Background: an optimization exercise with open tools, aiming at small area, a short achievable clock period and few clock cycles per item. Do not read the settings as production practice.
The RTL was checked by simulation tests, not by an equivalence proof against the original design.

==> flow/design.v (excerpt) <==
module fir(
  clock,
  reset,
  calculate,
  data_in,
  data_out,
  data_good
);
clock: 13.0 ns
lec_check: 0
abc_clock_period_in_ps: 2000
cap_margin: 20
core_margin: 2
core_utilization: 65
slew_margin: 20
synth_hierarchical: 1
standard.sh (not shown) runs the stock make flow with config.mk's settings and CLKGATE_MAP_FILE= SYNTH_SCRIPT=/design/flow/synth_recipe.tcl, a recipe that flattens the netlist after the stock synthesis.
==> flow/flow/run.sh <==
#!/bin/bash
set -euo pipefail
MARGIN=$(cat flow/margin.txt)
TNS=$(cat flow/tns.txt)
# synthesis exactly as standard.sh does it
bash standard.sh synth > synth.log 2>&1
# the remaining steps: the same make command with the repair target added
sed -e "s|CLKGATE_MAP_FILE= |CLKGATE_MAP_FILE= SETUP_SLACK_MARGIN=$MARGIN TNS_END_PERCENT=$TNS 'BUFFER_PORTS_ARGS=-buffer_cell sky130_fd_sc_hd__buf_4' |" \
    standard.sh > flow_layout.sh
bash flow_layout.sh finish > layout.log 2>&1
test -f out/final.def
==> flow/flow/margin.txt <==
8.2
==> flow/flow/tns.txt <==
100
The baseline completed with no timing, DRC or antenna violations.
Testbench counts at the start, summed over its fixed seeds: cycles 4,000, items 4,000.
==> next run, changes <==
Settings changed: CTS_CLUSTER_DIAMETER set to 60, CTS_CLUSTER_SIZE set to 30.
=>
- final cell count barely changes
- cell area hardly moves
- global-route usage increases by 0.11 points
- clock-buffer cell count goes down by 17
- register-to-register slack stays flat
- die area stays the same
- routed wire length is about the same
==> next run, changes <==
Settings changed: CTS_CLUSTER_DIAMETER 60 to 100.
What happened:
- The new run ran to the end with no violations
- worst setup slack improves by 0.012 ns
- wire length shrinks slightly
- die area does not change
- synthesized cell count is unchanged
- clock-buffer cell count shrinks by 62
- via count shrinks slightly
==> next run, changes <==
Settings changed: CTS_CLUSTER_DIAMETER 100 to 110, CTS_CLUSTER_SIZE 30 to 27.
Outcome: The new run passed the timing, design-rule and antenna checks; wire length stays flat; synthesized cell count stays the same; non-clock buffer count is unchanged; sequential share of layout area grows by 0.11 points; die area does not change.
==> next run, changes <==
Settings changed: CORE_UTILIZATION 65 to 75, CTS_CLUSTER_DIAMETER 110 to 100, CTS_CLUSTER_SIZE 27 to 24.
Effect:
- clock skew grows by 0.0078 ns
- cell area is about the same
- via count grows by 3.0%
- count of clock-buffer cells in the layout grows by 7
- core utilization grows by 10 points
- routed wire length shrinks by about 0.33%
- die area shrinks by about 13%
- synthesized area is unchanged
==> next run, changes <==
==> flow/flow/margin.txt (replaced) <==
8.3
Settings changed: CORE_UTILIZATION 75 to 65.
Outcome:
- The new run completed without violations
- via count drops by 2.9%
- non-clock buffer count climbs by 1
- worst hold slack stays flat


== JK ==
Starting RTL as in the previous note.
Settings: LEC_CHECK=0, ABC_CLOCK_PERIOD_IN_PS=1000, CAP_MARGIN=20, CORE_MARGIN=2, CORE_UTILIZATION=65, CTS_CLUSTER_DIAMETER=100, CTS_CLUSTER_SIZE=24, SLEW_MARGIN=20, SYNTH_HIERARCHICAL=1; clock period 13.0 ns.
==> flow/flow/margin.txt <==
8.2
Scripts as last shown in full above: flow/flow/run.sh, flow/flow/tns.txt
JK has completed all stages; timing, DRC and antenna checks passed.
Testbench counts of JK, summed over its fixed seeds: cycles 4,000, items 4,000.
Inputs modified between JK and MS:
==> flow/flow/margin.txt <==
8.5
--- a/flow/config.mk
+++ b/flow/config.mk
@@ -8 +8 @@
-export ABC_CLOCK_PERIOD_IN_PS = 1000
+export ABC_CLOCK_PERIOD_IN_PS = 2000
@@ -12,2 +11,0 @@
-export CTS_CLUSTER_DIAMETER = 100
-export CTS_CLUSTER_SIZE = 24
Results
Summary — area of combinational cells with multiple inputs, MS relative to JK: higher, by about 0.4%. Any difference in setup slack between JK and MS is small enough to ignore. From JK to MS the numbers moved as follows: non-clock buffer count moved up, total of clock buffers placed in the layout rose by about 130%, met2 wirelength from detailed routing picked up an extra about 2.8%. Highest achievable clock rate across MS and JK: no real change.
Inputs modified between MS and AL:
==> flow/flow/margin.txt <==
8.2
--- a/flow/config.mk
+++ b/flow/config.mk
@@ -11 +11 @@
-export CORE_UTILIZATION = 65
+export CORE_UTILIZATION = 75
[compare] base=MS new=AL: layout buffer count excluding clock buffers fell by about 60%; HPWL after detailed placement fell by about 1%. Changes observed in AL relative to MS: register-to-register slack has decreased; final cell utilization of the core has increased; minimum clock period has increased; fraction of met3 tracks used by global routing has increased; post-CTS resize count has decreased. Re leftover overflow at the end of global routing: no difference whatsoever between AL and MS. Comparing AL and MS, the lower number of CTS-inserted buffers was measured on AL.
For TR, these inputs were changed with respect to AL:
--- a/flow/config.mk
+++ b/flow/config.mk
@@ -11 +11,4 @@
-export CORE_UTILIZATION = 75
+export CORE_UTILIZATION = 65
+export CTS_CLUSTER_DIAMETER = 100
+export CTS_CLUSTER_SIZE = 24
+export PLACE_DENSITY = 0.75
[summary]
- TR: number of clock buffers inserted by TritonCTS is 58 lower than what AL reported.
- TR — global routing met1 resource utilization 9.4 points lower, AL as reference
- Higher wire length per cell after detailed routing among AL and TR: AL
- TR vs. AL: fraction of cell area in non-clock buffers went down by 0.19 points; post-cts resize count lost 3.
- Between AL and TR, the difference in met3 layer usage reported by global route is negligible.
- The final routed wirelength across all metal layers in TR sits about 5% below the value recorded for AL.


green:
fir again, from the RTL that the note above started with.
==> flow/config.mk <==
export PLATFORM = sky130hd
export DESIGN_NAME = fir
export DESIGN_NICKNAME = fir
export VERILOG_FILES = /design/flow/design.v
export SDC_FILE = /design/flow/constraint.sdc
export NUM_CORES = 4
export LEC_CHECK = 0
export ABC_CLOCK_PERIOD_IN_PS = 2000
export CAP_MARGIN = 20
export CORE_MARGIN = 2
export CORE_UTILIZATION = 65
export CTS_CLUSTER_DIAMETER = 100
export CTS_CLUSTER_SIZE = 24
export SLEW_MARGIN = 20
export SYNTH_HIERARCHICAL = 1
==> flow/constraint.sdc <==
create_clock -name core_clock -period 13.0 [get_ports {clock}]
set_input_delay 2.6000 -clock core_clock [delete_from_list [all_inputs] [get_ports {clock}]]
set_output_delay 2.6000 -clock core_clock [all_outputs]
set_load 0.01 [all_outputs]
==> flow/flow/margin.txt <==
8.2
Scripts as last shown in full above: flow/flow/run.sh, flow/flow/tns.txt
Testbench counts of green, summed over its fixed seeds: cycles 4,000, items 4,000.
For purple, these inputs were changed with respect to green:
Settings: ABC_CLOCK_PERIOD_IN_PS: 2000 -> 4000.
Results
- Per the comparison of purple with green, post-CTS repair timing setup buffer count saw little to no change.
- Looking at purple and green, the setup slack is a wash.
- purple -> green: number of buffers inserted for hold repair after clock tree synthesis delta 0, exact match
- Clock skew delta (green -> purple): insignificant
- Global-route usage came out exactly the same in purple and green.
- Final period demand of the worst path came out exactly the same in purple and green.
- Comparing purple against green, there is no change at all in synthesized area.

separate check: timing with driven ports:
The flow's constraints put no driver on any port. The routed layouts listed below were extracted and timed again, unchanged, in two steps. Step 1 assumes that a clkbuf_16 drives the clock port and a buf_2 every other input. Step 2 also shifts input and output timing later by t, the mid clock arrival at the registers, as if the neighbouring blocks saw the same clock. Slacks: no drivers / after step 1 / after step 2; pairs: no drivers / after step 1.
run	t (ns)	setup WS [ns]	worst hold slack (ns)	clock arrival spread, ns
the first run of note 1	0.767	8.227 / 8.272 / 7.505	0.412 / 0.412 / 0.412	0.041 / 0.040
the second run of note 1	0.778	8.254 / 8.270 / 7.492	0.421 / 0.421 / 0.421	0.061 / 0.061
the third run of note 1	0.764	8.266 / 8.266 / 7.502	0.433 / 0.433 / 0.433	0.053 / 0.053
the fourth run of note 1	0.750	8.248 / 8.247 / 7.496	0.429 / 0.429 / 0.429	0.037 / 0.037
the fifth run of note 1	0.756	8.207 / 8.214 / 7.458	0.426 / 0.426 / 0.426	0.045 / 0.046
the sixth run of note 1	0.754	8.232 / 8.236 / 7.481	0.428 / 0.428 / 0.428	0.061 / 0.061
JK	0.758	8.246 / 8.245 / 7.487	0.427 / 0.427 / 0.427	0.037 / 0.037
MS	0.778	8.248 / 8.253 / 7.475	0.417 / 0.417 / 0.417	0.045 / 0.045
AL	0.771	8.227 / 8.237 / 7.466	0.413 / 0.413 / 0.413	0.027 / 0.028
TR	0.752	8.243 / 8.246 / 7.494	0.429 / 0.429 / 0.429	0.048 / 0.047
green	0.758	8.246 / 8.245 / 7.487	0.427 / 0.427 / 0.427	0.037 / 0.037
purple	0.758	8.246 / 8.245 / 7.487	0.427 / 0.427 / 0.427	0.037 / 0.037
After both steps setup and hold are still met in every run listed. The setup slack of MS, which loses most, moves by +0.005 ns with the drivers and by -0.773 ns with both steps.
